Background: an optimization exercise with open tools, aiming at small area, a short achievable clock period and few clock cycles per item. Do not read the settings as production practice. Where RTL was checked, it was by simulation tests only, not by an equivalence proof against the original.

## JK
==> flow/design.v <==
module gcd_coprocessor #( parameter W = 16 ) (
  input clk,
  input reset,
  input operands_val,
  input [W-1:0] operands_bits_A,
  input [W-1:0] operands_bits_B,
  output operands_rdy,
  output result_val,
  output [W-1:0] result_bits,
  input result_rdy
);
  function [3:0] ctz(input [W-1:0] v);
    integer i;
    begin
      ctz = 4'd0;
      for (i = W - 1; i >= 0; i = i - 1)
        if (v[i]) ctz = i;
    end
  endfunction
  reg [W-1:0] A, B;
  reg [3:0]   k;       
  reg         fin;     
  reg         busy;
  wire [W-1:0] xab = A ^ B;
  wire eq   = ~|xab;
  wire bz   = ~|B;
  wire kz   = (k == 4'd0);
  wire stop = eq | fin;
  wire done = busy & stop & kz;
  assign result_val   = done;
  assign result_bits  = A;
  assign operands_rdy = ~busy | (done & result_rdy);
  wire load = operands_val & operands_rdy;
  wire both_even = ~A[0] & ~B[0];
  wire         sub = B[0] | bz;
  wire [W:0]   d = {1'b0, A} - {1'b0, B};
  wire         neg = d[W];
  wire [W-1:0] y = sub ? xab : B;         
  wire [3:0]   s = both_even ? 4'd1 : ctz(y);
  wire [W-1:0] f = d[W-1:0] ^ {W{neg}};   
  wire [W-1:0] g = sub ? f : B;
  wire [W-1:0] bnext = (g >> s) | {{(W-1){1'b0}}, sub & neg};
  wire swap = B[0] & (~A[0] | ~neg);
  always @(posedge clk or posedge reset) begin
    if (reset) begin
      busy <= 1'b0;
    end else if (load) begin
      busy <= 1'b1;
    end else if (done & result_rdy) begin
      busy <= 1'b0;
    end
  end
  wire a_load = load;
  wire a_shl  = ~load & busy & stop & ~kz;
  wire a_shr  = ~load & busy & ~stop & both_even;
  wire a_swp  = ~load & busy & ~stop & ~both_even & swap;
  wire a_hold = ~(a_load | a_shl | a_shr | a_swp);
  wire b_new  = ~load & busy & ~stop;
  wire b_hold = ~(load | b_new);
  wire [W-1:0] anext = ({W{a_load}} & operands_bits_A) | ({W{a_shl}} & (A << 1))
                     | ({W{a_shr}} & (A >> 1)) | ({W{a_swp}} & B) | ({W{a_hold}} & A);
  wire [W-1:0] bnext2 = ({W{load}} & operands_bits_B) | ({W{b_new}} & bnext) | ({W{b_hold}} & B);
  wire k_dec = a_shl;
  wire k_inc = a_shr;
  wire [3:0] knext = ({4{k_dec}} & (k - 4'd1)) | ({4{k_inc}} & (k + 4'd1))
                   | ({4{~load & ~k_dec & ~k_inc}} & k);
  wire finnext = ~load & (fin | a_shl);
  always @(posedge clk) begin
    A <= anext;
    B <= bnext2;
    k   <= knext;
    fin <= finnext;
  end
endmodule
Settings: LEC_CHECK=0, ABC_AREA=1, CAP_MARGIN=20, CELL_PAD_IN_SITES_DETAIL_PLACEMENT=0, CELL_PAD_IN_SITES_GLOBAL_PLACEMENT=1, CORE_AREA=5 5 115 115, DIE_AREA=0 0 120 120, PLACE_DENSITY=0.5, SETUP_SLACK_MARGIN=1.3, SLEW_MARGIN=20, TNS_END_PERCENT=5; clock period 5.0 ns.
standard.sh (not shown) runs the stock make flow with config.mk's settings and CLKGATE_MAP_FILE= SYNTH_SCRIPT=/design/flow/synth_recipe.tcl, a recipe that flattens the netlist after the stock synthesis.
==> flow/flow/run.sh <==
#!/bin/bash
# The standard layout (the standard.sh on all ORFS steps), with the port
# buffers that global placement inserts made the smallest buffer cell
# (sky130_fd_sc_hd__buf_1) instead of the delay buffer buffer_ports picks by
# itself. Every input and output port still gets its own buffer.
set -euo pipefail
export BUFFER_PORTS_ARGS="-buffer_cell sky130_fd_sc_hd__buf_1"
bash standard.sh > run_standard.log 2>&1
JK: all stages complete, timing, DRC and antenna checks passed
Testbench counts of JK, summed over its fixed seeds: cycles 6,282, items 512.
Input changes introduced in TR (baseline for comparison: JK):
--- a/flow/design.v
+++ b/flow/design.v
@@ -57,18 +57,24 @@
   wire a_hold = ~(a_load | a_shl | a_shr | a_swp);
   wire b_new  = ~load & busy & ~stop;
   wire b_hold = ~(load | b_new);
   wire [W-1:0] anext = ({W{a_load}} & operands_bits_A) | ({W{a_shl}} & (A << 1))
                      | ({W{a_shr}} & (A >> 1)) | ({W{a_swp}} & B) | ({W{a_hold}} & A);
   wire [W-1:0] bnext2 = ({W{load}} & operands_bits_B) | ({W{b_new}} & bnext) | ({W{b_hold}} & B);
-  wire k_dec = a_shl;
-  wire k_inc = a_shr;
-  wire [3:0] knext = ({4{k_dec}} & (k - 4'd1)) | ({4{k_inc}} & (k + 4'd1))
-                   | ({4{~load & ~k_dec & ~k_inc}} & k);
-  wire finnext = ~load & (fin | a_shl);
   always @(posedge clk) begin
     A <= anext;
     B <= bnext2;
-    k   <= knext;
-    fin <= finnext;
+    if (load) begin
+      k   <= 4'd0;
+      fin <= 1'b0;
+    end else if (busy) begin
+      if (stop) begin
+        if (!kz) begin
+          k   <= k - 4'd1;
+          fin <= 1'b1;
+        end
+      end else if (both_even) begin
+        k <= k + 4'd1;
+      end
+    end
   end
 endmodule
--- outcome ---
Route | TR vs JK | wire shorter in TR
[compare] base=JK new=TR: core utilization of the finished layout now sits higher, summed area of non-filler cells in the final layout now sits higher, first-pass GRT wire length now sits higher.
Number of nets still failing antenna checks after routing: TR vs JK identical
From JK to TR, maximum root-to-sink buffer count did not move at all.
TR vs. JK: critical path depth went up 11, multi-input gate area in the final layout saw an increase, number of endpoints with negative hold slack in the final report has remained practically unchanged, final-layout fill cell count now sits lower.
Testbench counts of TR, summed over its fixed seeds: cycles 6,282, items 512.

RTL: the design.v shown in full above, as it stands there.
clock: 5.0 ns
lec_check: 0
abc_area: 1
cap_margin: 20
cell_pad_in_sites_detail_placement: 0
cell_pad_in_sites_global_placement: 1
core_area: 5 5 95 95
die_area: 0 0 100 100
place_density: 0.85
setup_slack_margin: 1.5
slew_margin: 20
Scripts as last shown in full above: flow/flow/run.sh
The baseline passed the timing, design-rule and antenna checks.
Testbench counts at the start, summed over its fixed seeds: cycles 6,282, items 512.
Next try:
--- a/flow/design.v
+++ b/flow/design.v
@@ -51,20 +51,18 @@
     end
   end
   wire a_load = load;
-  wire a_shl  = ~load & busy & stop & ~kz;
-  wire a_shr  = ~load & busy & ~stop & both_even;
-  wire a_swp  = ~load & busy & ~stop & ~both_even & swap;
+  wire a_shl  = ~load & stop & ~kz;
+  wire a_shr  = ~load & ~stop & both_even;
+  wire a_swp  = ~load & ~stop & ~both_even & swap;
   wire a_hold = ~(a_load | a_shl | a_shr | a_swp);
-  wire b_new  = ~load & busy & ~stop;
-  wire b_hold = ~(load | b_new);
   wire [W-1:0] anext = ({W{a_load}} & operands_bits_A) | ({W{a_shl}} & (A << 1))
                      | ({W{a_shr}} & (A >> 1)) | ({W{a_swp}} & B) | ({W{a_hold}} & A);
-  wire [W-1:0] bnext2 = ({W{load}} & operands_bits_B) | ({W{b_new}} & bnext) | ({W{b_hold}} & B);
+  wire [W-1:0] bnext2 = ({W{load}} & operands_bits_B) | ({W{~load}} & bnext);
   wire k_dec = a_shl;
   wire k_inc = a_shr;
   wire [3:0] knext = ({4{k_dec}} & (k - 4'd1)) | ({4{k_inc}} & (k + 4'd1))
                    | ({4{~load & ~k_dec & ~k_inc}} & k);
-  wire finnext = ~load & (fin | a_shl);
+  wire finnext = ~load & stop;
   always @(posedge clk) begin
     A <= anext;
     B <= bnext2;
Effect: The changed run finished clean. Cell area increases by 1.2%. Wire length decreases by about 6%. Hold slack gets better by 16 ps. Core utilization increases by 0.69 points. Setup slack gets better by 5.7 ps. Fmax is about the same. Synthesized cell count decreases by about 5%. Non-clock buffer count increases by 10. Sequential share of layout area decreases by 0.30 points. Via count decreases by 1.9%. Synthesized area decreases by 1.1%.
Function not checked in the second run of this note: the RTL went through the layout flow alone.

sierra:
gcd_coprocessor, a different RTL version from the one above (not shown whole).
Size in the first run: roughly 640 cells after synthesis, ~54 I/O pins.
==> module gcd_coprocessor, before the edit <==
module gcd_coprocessor #( parameter W = 16 ) (
  input clk,
  input reset,
  input operands_val,
  input [W-1:0] operands_bits_A,
  input [W-1:0] operands_bits_B,
  output operands_rdy,
  output result_val,
  output [W-1:0] result_bits,
  input result_rdy
);
  reg [W-1:0] A, B;
  reg [3:0]   k;       
  reg         busy;
  wire [W-1:0] xab = A ^ B;
  wire eq   = ~|xab;
  wire kz   = (k == 4'd0);
  wire done = busy & eq & kz;
  assign result_val   = done;
  assign result_bits  = A;
  assign operands_rdy = ~busy | (done & result_rdy);
  wire load = operands_val & operands_rdy;
  wire both_even = ~A[0] & ~B[0];
  wire [W:0]   d = {1'b0, A} - {1'b0, B};
  wire         neg = d[W];
  wire [W-1:0] y = B[0] ? xab : B;        
  function [3:0] ctz(input [W-1:0] v);
    integer i;
    begin
      ctz = 4'd0;
      for (i = W - 1; i >= 0; i = i - 1)
        if (v[i]) ctz = i;
    end
  endfunction
  wire [3:0]   s = ctz(y);
  wire [W-1:0] f = d[W-1:0] ^ {W{neg}};   
  wire [W-1:0] g = B[0] ? f : B;
  wire [W-1:0] bodd = (g >> s) | {{(W-1){1'b0}}, 1'b1};
  wire swap = B[0] & (~A[0] | ~neg);
  always @(posedge clk or posedge reset) begin
    if (reset) begin
      busy <= 1'b0;
    end else if (load) begin
      busy <= 1'b1;
    end else if (done & result_rdy) begin
      busy <= 1'b0;
    end
  end
  always @(posedge clk) begin
    if (load) begin
      A <= operands_bits_A;
      B <= (operands_bits_B == {W{1'b0}}) ? operands_bits_A : operands_bits_B;
      k <= 4'd0;
    end else if (busy) begin
      if (eq) begin
        if (!kz) begin
          A <= A << 1;
          B <= B << 1;
          k <= k - 4'd1;
        end
      end else if (both_even) begin
        A <= A >> 1;
        B <= B >> 1;
        k <= k + 4'd1;
      end else begin
        if (swap) A <= B;
        B <= bodd;
      end
    end
  end
endmodule
==> flow/config.mk <==
export PLATFORM = sky130hd
export DESIGN_NAME = gcd_coprocessor
export DESIGN_NICKNAME = gcd_coprocessor
export VERILOG_FILES = /design/flow/design.v
export SDC_FILE = /design/flow/constraint.sdc
export NUM_CORES = 4
export LEC_CHECK = 0
export CAP_MARGIN = 20
export CELL_PAD_IN_SITES_DETAIL_PLACEMENT = 0
export CELL_PAD_IN_SITES_GLOBAL_PLACEMENT = 1
export CORE_AREA = 5 5 115 115
export DIE_AREA = 0 0 120 120
export PLACE_DENSITY = 0.5
export SETUP_SLACK_MARGIN = 1.0
export SLEW_MARGIN = 20
export TNS_END_PERCENT = 5
==> flow/constraint.sdc <==
create_clock -name core_clock -period 5.0 [get_ports {clk}]
set_input_delay 1.0000 -clock core_clock [delete_from_list [all_inputs] [get_ports {clk}]]
set_output_delay 1.0000 -clock core_clock [all_outputs]
set_load 0.01 [all_outputs]
run.sh (not shown) runs the stock make flow with config.mk's settings and CLKGATE_MAP_FILE= SYNTH_SCRIPT=/design/flow/synth_recipe.tcl, a recipe that flattens the netlist after the stock synthesis.
Stock flow here: none of the scripts above is used.
Changes in delta relative to sierra:
--- a/flow/design.v
+++ b/flow/design.v
@@ -33,9 +33,12 @@
     end
   endfunction
-  wire [3:0]   s = ctz(y);
+  wire [3:0]   tz = ctz(y);
+  wire         big = tz[3];
+  wire [2:0]   s = big ? 3'd7 : tz[2:0];
   wire [W-1:0] f = d[W-1:0] ^ {W{neg}};   
   wire [W-1:0] g = B[0] ? f : B;
-  wire [W-1:0] bodd = (g >> s) | {{(W-1){1'b0}}, 1'b1};
-  wire swap = B[0] & (~A[0] | ~neg);
+  wire [W-1:0] bodd = (g >> s) | {{(W-1){1'b0}}, B[0] & neg};
+  wire         flip = B[0] & A[0] & neg & big;
+  wire swap = B[0] & (~A[0] | ~neg | big);
   always @(posedge clk or posedge reset) begin
     if (reset) begin
@@ -65,5 +68,5 @@
       end else begin
         if (swap) A <= B;
-        B <= bodd;
+        B <= flip ? A : bodd;
       end
     end
- Global routing usage on met1, sierra and delta, higher one = delta.
- When the final numbers for sierra and delta were put side by side, the share of cell area taken by muxes after synthesis turned out to be greater in sierra.
- In the reports for sierra and delta, the larger effective utilization at floorplan belongs to delta.
- Share of cell area taken by flip-flops and latches: delta vs sierra — no meaningful difference
- delta reached the end of the flow, and the finished layout is clean on the timing, design-rule and antenna checks.
- Number of vias after detailed routing went up by a few percent going from sierra to delta.
No functional check of the RTL was part of any run of this note.

==> what the ideal ports hide <==
How much do the figures lean on ideal ports? The routed layouts below were timed once more, with nothing changed but the port constraints.
Step 1, drivers: a clkbuf_16 drives clk and a buf_2 each remaining input, both assumed.
Step 2 also shifts input and output timing later by t, the mid clock arrival at the registers, as if the neighbouring blocks saw the same clock.
Three values: no drivers, after step 1, after step 2; two values: the first two.
run	t, ns	setup WS [ns]	worst setup path at the end	worst slew at a driven data input, ns	pins driven straight from the clock port
JK	0.316	1.536 / 1.502 / 1.547	register to register	0.04	1
TR	0.317	1.470 / 1.470 / 1.470	register to register	0.04	1
the first run of note 2	0.319	1.685 / 1.654 / 1.724	register to register	0.04	1
the second run of note 2	0.323	1.691 / 1.657 / 1.731	register to register	0.04	1
sierra	0.316	1.123 / 1.089 / 1.155	register to register	0.06	1
delta	0.343	1.064 / 1.021 / 1.068	register to register	0.04	1
After both steps setup and hold are still met in every run listed.
